This design comes from an exercise in tuning for small area, a short achievable clock period and few clock cycles per item on the open sky130 flow, not from production work. At most, simulation tests tie the RTL to the original design; equivalence was not proved.

// SVD
module SVD (
    clk,
    rst,
    we,
    oe,
    data_i,
    element_sel,
    ready,
    data_o_UV,
    data_o_S
);
Settings: LEC_CHECK=0, CAP_MARGIN=20, CORE_MARGIN=2, CORE_UTILIZATION=40, SETUP_SLACK_MARGIN=3.0, SLEW_MARGIN=20; clock period 8.0 ns.
run.sh (not shown) runs the stock make flow with config.mk's settings and CLKGATE_MAP_FILE= SYNTH_SCRIPT=/design/flow/synth_recipe.tcl, a recipe that flattens the netlist after the stock synthesis.
Then changed:
CORE_UTILIZATION = 55   (was 40)
SETUP_SLACK_MARGIN = 2.0   (was 3.0)
What happened:
- design area came out lower by 4.1%
- critical path depth shrinks by 2
- synthesized area stays the same
- core utilization grows by 15 points
- wire length falls by about 3%
- via count falls by 1.8%
- worst hold slack hardly moves
Function was not checked in any run of this note: the RTL went through the layout flow alone.

========
## build 31
SVD, a different RTL version from the one above (not shown whole).
Size in the first run: ~3100 cells after synthesis, about 200 flip-flops, roughly 27 I/O pins.
==> flow/config.mk <==
export PLATFORM = sky130hd
export DESIGN_NAME = SVD
export DESIGN_NICKNAME = SVD
export VERILOG_FILES = /design/flow/design.v
export SDC_FILE = /design/flow/constraint.sdc
export NUM_CORES = 4
export LEC_CHECK = 0
export CAP_MARGIN = 20
export CORE_MARGIN = 2
export CORE_UTILIZATION = 40
export SETUP_SLACK_MARGIN = 3.4
export SLEW_MARGIN = 20
export TNS_END_PERCENT = 10
==> flow/constraint.sdc <==
create_clock -name core_clock -period 8.0 [get_ports {clk}]
set_input_delay 1.6000 -clock core_clock [delete_from_list [all_inputs] [get_ports {clk}]]
set_output_delay 1.6000 -clock core_clock [all_outputs]
set_load 0.01 [all_outputs]
Testbench counts of build 31, summed over its fixed seeds: cycles 7,680, items 192.
### build 31 -> build 6
diff --git a/flow/config.mk b/flow/config.mk
--- a/flow/config.mk
+++ b/flow/config.mk
@@ -9,5 +9,4 @@
 export CORE_MARGIN = 2
-export CORE_UTILIZATION = 40
-export SETUP_SLACK_MARGIN = 3.4
+export CORE_UTILIZATION = 50
+export SETUP_SLACK_MARGIN = 3.2
 export SLEW_MARGIN = 20
-export TNS_END_PERCENT = 10
### Flow results
Build 6 vs. build 31: synthesized cell count held; worst relative slew slack moved up; via count higher.
The inputs of build 51 differ from those of build 6 as listed below.
diff --git a/flow/config.mk b/flow/config.mk
--- a/flow/config.mk
+++ b/flow/config.mk
@@ -9,3 +9,3 @@
 export CORE_MARGIN = 2
-export CORE_UTILIZATION = 50
+export CORE_UTILIZATION = 40
 export SETUP_SLACK_MARGIN = 3.2
Comparing build 6 and build 51, the lower area of the multi-input gates was measured on build 51.
Core util | build 51 vs build 6 | build 51 lower
Diff build 6..build 51 | final period utilization | negligible
After synthesis and placement, the instance count of build 51 is above that of build 6.
When the final numbers for build 6 and build 51 were put side by side, the post-CTS setup repair buffer count turned out to be greater in build 6.
The following lists how build 9 was set up differently from build 51:
diff --git a/flow/config.mk b/flow/config.mk
--- a/flow/config.mk
+++ b/flow/config.mk
@@ -10,2 +10,3 @@
 export CORE_UTILIZATION = 40
+export PLACE_DENSITY = 0.75
 export SETUP_SLACK_MARGIN = 3.2
Results
Build 9 vs build 51 on routed wire length: build 9 is the lower one. In the reports for build 9 and build 51, the larger highest fanout seen on the critical path belongs to build 9. As far as placed instance count is concerned, build 9 and build 51 perform about the same. When build 9 is measured against build 51, its number of antenna violations at the first check in global routing turns out 1 higher. Critical path depth, build 9 and build 51: higher on build 9. Going from build 51 to build 9, hold slack has increased, worst setup slack down 57 ps.

========
## job 5088
Starting RTL as in the previous note.
// SVD
module SVD (
    clk,
    rst,
    we,
    oe,
    data_i,
    element_sel,
    ready,
    data_o_UV,
    data_o_S
);
input                clk;
input                rst;
input                we;
input                oe;
input         [1:0]  element_sel;
input         [4:0]  data_i;
output reg           ready;
output        [7:0]  data_o_UV;
output        [6:0]  data_o_S;
localparam IDLE = 2'd0;
localparam BUSY = 2'd1;
localparam OUT  = 2'd2;
reg  [1:0] st;
reg  [4:0] cnt;       
reg  [1:0] q;         
reg        kodd;      
reg        nf0, nf1;  
reg  [4:0] lo;        
reg  signed [17:0] R0, R1, R2, R3;
reg  signed [10:0] A0, A1, A2, A3;
reg  signed [10:0] B0, B1, B2, B3;
wire [4:0] cn = (st == IDLE) ? 5'd0 : (cnt == 5'd31) ? 5'd31 : cnt + 5'd1;
wire [4:0] jn = cn - 5'd7;
reg        rot, c7, sg, sn1, uvg, u27, u29;
reg  [3:0] sh, shn;    
always @(posedge clk or negedge rst) begin
    if (!rst) begin
        rot <= 1'b0; c7 <= 1'b0; sg <= 1'b0; sn1 <= 1'b0; uvg <= 1'b0; u27 <= 1'b0; u29 <= 1'b0;
        sh <= 4'd0; shn <= 4'hf;
    end else begin
        rot <= (cn >= 5'd7) & (cn <= 5'd26);
        c7  <= (st != OUT) & (cn == 5'd7);
        sh  <= jn[4:1];
        shn <= ~jn[4:1];
        sg  <= (cn >= 5'd27) & (cn <= 5'd30);
        sn1 <= (cn == 5'd29) | (cn == 5'd30);
        uvg <= (cn >= 5'd26) & (cn <= 5'd29);
        u27 <= (cn == 5'd27);
        u29 <= (cn == 5'd29);
    end
end
reg  nz;
always @(*) begin
    case (q)
        2'd0: nz = |R2;
        2'd1: nz = |R3;
        2'd2: nz = |R1;
        default: nz = |R0;
    endcase
end
wire en   = rot & nz;
reg  sa;
function [17:0] addsub18;
    input [17:0] x;
    input [17:0] y;
    input        sub;
    reg   [18:0] t;
    begin
        t = {x, 1'b1} + {y ^ {18{sub}}, sub};
        addsub18 = t[18:1];
    end
endfunction
function [10:0] addsub11;
    input [10:0] x;
    input [10:0] y;
    input        sub;
    reg   [11:0] t;
    begin
        t = {x, 1'b1} + {y ^ {11{sub}}, sub};
        addsub11 = t[11:1];
    end
endfunction
function [17:0] shr18;
    input [17:0] x;
    input [3:0]  n;
    reg   [17:0] f;
    begin
        f = $signed(x) >>> n[1:0];
        shr18 = n[3] ? {{8{f[17]}}, f[17:8]} : n[2] ? {{4{f[17]}}, f[17:4]} : f;
    end
endfunction
function [10:0] shr11;
    input [10:0] x;
    input [3:0]  n;
    reg   [10:0] f;
    begin
        f = $signed(x) >>> n[1:0];
  ...
clock: 8.0 ns
lec_check: 0
cap_margin: 20
core_margin: 2
core_utilization: 40
setup_slack_margin: 3.6
slew_margin: 20
Every stage of the flow completed for job 5088, and the final layout passed the timing, design-rule and antenna checks.
Testbench counts of job 5088, summed over its fixed seeds: cycles 7,680, items 192.
Relative to job 5088, the following input files were edited for job 4700:
Settings: SETUP_SLACK_MARGIN now 3.2, was 3.6; CAP_MARGIN now 0, was 20; SLEW_MARGIN now 0, was 20.
Findings:
Against job 5088, job 4700 reports a core utilization that is lower. Job 4700 vs job 5088: amount of wire on met2 after detailed routing down in job 4700. Cells: job 4700 has fewer instances than job 5088. The share of post-route cells with drive strength above 1 in job 4700 sits 6.7 points below the value recorded for job 5088. Comparing job 5088 and job 4700, the lower setup slack was measured on job 4700. For critical path depth, job 4700 and job 5088 come out practically identical. Wire length: job 4700 vs job 5088 down 2400 um.
Changes in job 8398 relative to job 4700:
Settings: SLEW_MARGIN changed from 0 to 20; CAP_MARGIN changed from 0 to 20; GPL_TIMING_DRIVEN newly set to 0.
Findings:
Compared with job 4700, job 8398 shows a number of instances in the placed design that is about 3.7% higher. From job 4700 to job 8398 the numbers moved as follows: setup slack went down, all-layer global routing usage now larger.
diff inputs: job 8398 => job 8781
Settings: SETUP_SLACK_MARGIN: 3.2 -> 3.1; GPL_TIMING_DRIVEN: 0 -> unset.
Results
Job 8781 — worst relative slew slack 10 points higher, job 8398 as reference
Per the comparison of job 8781 with job 8398, longest individual stage delay on the worst path fell 70 ps.
Going from job 8398 to job 8781, shortest clock period the worst path allows after layout -38 ps; design area -3.6%.

========
Another version of the RTL of SVD (not shown whole).
Size in the first run: roughly 210 flip-flops.
Settings: LEC_CHECK=0, CAP_MARGIN=20, CORE_MARGIN=2, CORE_UTILIZATION=40, SETUP_SLACK_MARGIN=3.3, SLEW_MARGIN=20; clock period 8.0 ns.
Next try:
SETUP_SLACK_MARGIN = 3.2   (was 3.3)
Effect: The changed run completed without violations; routed wire length goes down slightly; via count hardly moves; final cell count is about the same; cell area goes down slightly; critical path depth goes down by 1; fmax goes down slightly; sequential share of layout area is about the same.
No run of this note included a check of the RTL's function; only the layout flow was run.

========
RTL: one of the versions met above, not the one the previous note started from.
Size: ~3100 cells after synthesis, ~200 flip-flops, ~25000 sq um of cells after synthesis.
==> flow/config.mk <==
export PLATFORM = sky130hd
export DESIGN_NAME = SVD
export DESIGN_NICKNAME = SVD
export VERILOG_FILES = /design/flow/design.v
export SDC_FILE = /design/flow/constraint.sdc
export NUM_CORES = 4
export LEC_CHECK = 0
export CAP_MARGIN = 20
export CORE_MARGIN = 2
export CORE_UTILIZATION = 40
export SETUP_SLACK_MARGIN = 3.2
export SLEW_MARGIN = 20
export TNS_END_PERCENT = 10
==> flow/constraint.sdc <==
create_clock -name core_clock -period 8.0 [get_ports {clk}]
set_input_delay 1.6000 -clock core_clock [delete_from_list [all_inputs] [get_ports {clk}]]
set_output_delay 1.6000 -clock core_clock [all_outputs]
set_load 0.01 [all_outputs]
Testbench counts at the start, summed over its fixed seeds: cycles 7,680, items 192.
Next try:
SETUP_SLACK_MARGIN = 3.3   (was 3.2)
TNS_END_PERCENT = unset   (was 10)
Outcome:
- flip-flop and latch count stays the same
- routed wire length goes up by about 1.4%
- die area stays the same
- sequential share of layout area goes down by 0.13 points
- clock skew goes up by 0.017 ns
- area after synthesis stays the same

[separate check: timing with driven ports]
Ports are ideal in the flow. The routed layouts listed here were re-timed in OpenROAD.
Step 1 (the two cells are an assumption about what drives the block):
set clk [get_ports {clk}]
set_driving_cell -lib_cell sky130_fd_sc_hd__clkbuf_16 $clk
set_driving_cell -lib_cell sky130_fd_sc_hd__buf_2 [delete_from_list [all_inputs] $clk]
Step 2 moves the port delays by t, midway between the first and last clock arrival at a register: inputs arrive t later, outputs are due t later. That takes back most of the time a late clock gives input paths.
Three values: ideal ports, drivers, drivers and shift; two values: the first two.
| run | t, ns | setup slack, ns | hold WS [ns] | worst setup path after step 2 |
|---|---|---|---|---|
| the first run of note 1 | 0.540 | 2.931 / 2.882 / 2.882 | 0.429 / 0.429 / 0.429 | input to output |
| the second run of note 1 | 0.532 | 2.017 / 1.994 / 1.994 | 0.426 / 0.426 / 0.426 | input to output |
| build 31 | 0.628 | 3.231 / 3.168 / 3.100 | 0.427 / 0.427 / 0.427 | input to register |
| build 6 | 0.621 | 3.233 / 3.171 / 2.962 | 0.424 / 0.424 / 0.424 | input to register |
| build 51 | 0.620 | 3.244 / 3.180 / 2.884 | 0.425 / 0.425 / 0.425 | input to register |
| build 9 | 0.611 | 3.187 / 3.187 / 2.732 | 0.430 / 0.430 / 0.430 | input to register |
| job 5088 | 0.625 | 3.427 / 3.366 / 3.123 | 0.422 / 0.422 / 0.422 | input to register |
| job 4700 | 0.620 | 3.244 / 3.180 / 2.884 | 0.425 / 0.425 / 0.425 | input to register |
| job 8398 | 0.631 | 3.139 / 3.117 / 2.813 | 0.416 / 0.416 / 0.416 | input to register |
| job 8781 | 0.603 | 3.176 / 3.118 / 2.895 | 0.426 / 0.426 / 0.426 | input to register |
| the first run of note 4 | 0.619 | 3.259 / 3.159 / 3.159 | 0.423 / 0.423 / 0.423 | input to output |
| the second run of note 4 | 0.600 | 3.228 / 3.138 / 3.138 | 0.426 / 0.426 / 0.426 | input to output |
| the first run of note 5 | 0.620 | 3.056 / 3.011 / 2.746 | 0.427 / 0.427 / 0.427 | input to register |
| the second run of note 5 | 0.625 | 3.280 / 3.225 / 3.050 | 0.424 / 0.424 / 0.424 | input to register |
After both steps setup and hold are still met in every run listed. For build 9, which loses most, drivers alone change the setup slack by 0.000 ns; drivers and shift together by -0.455 ns.
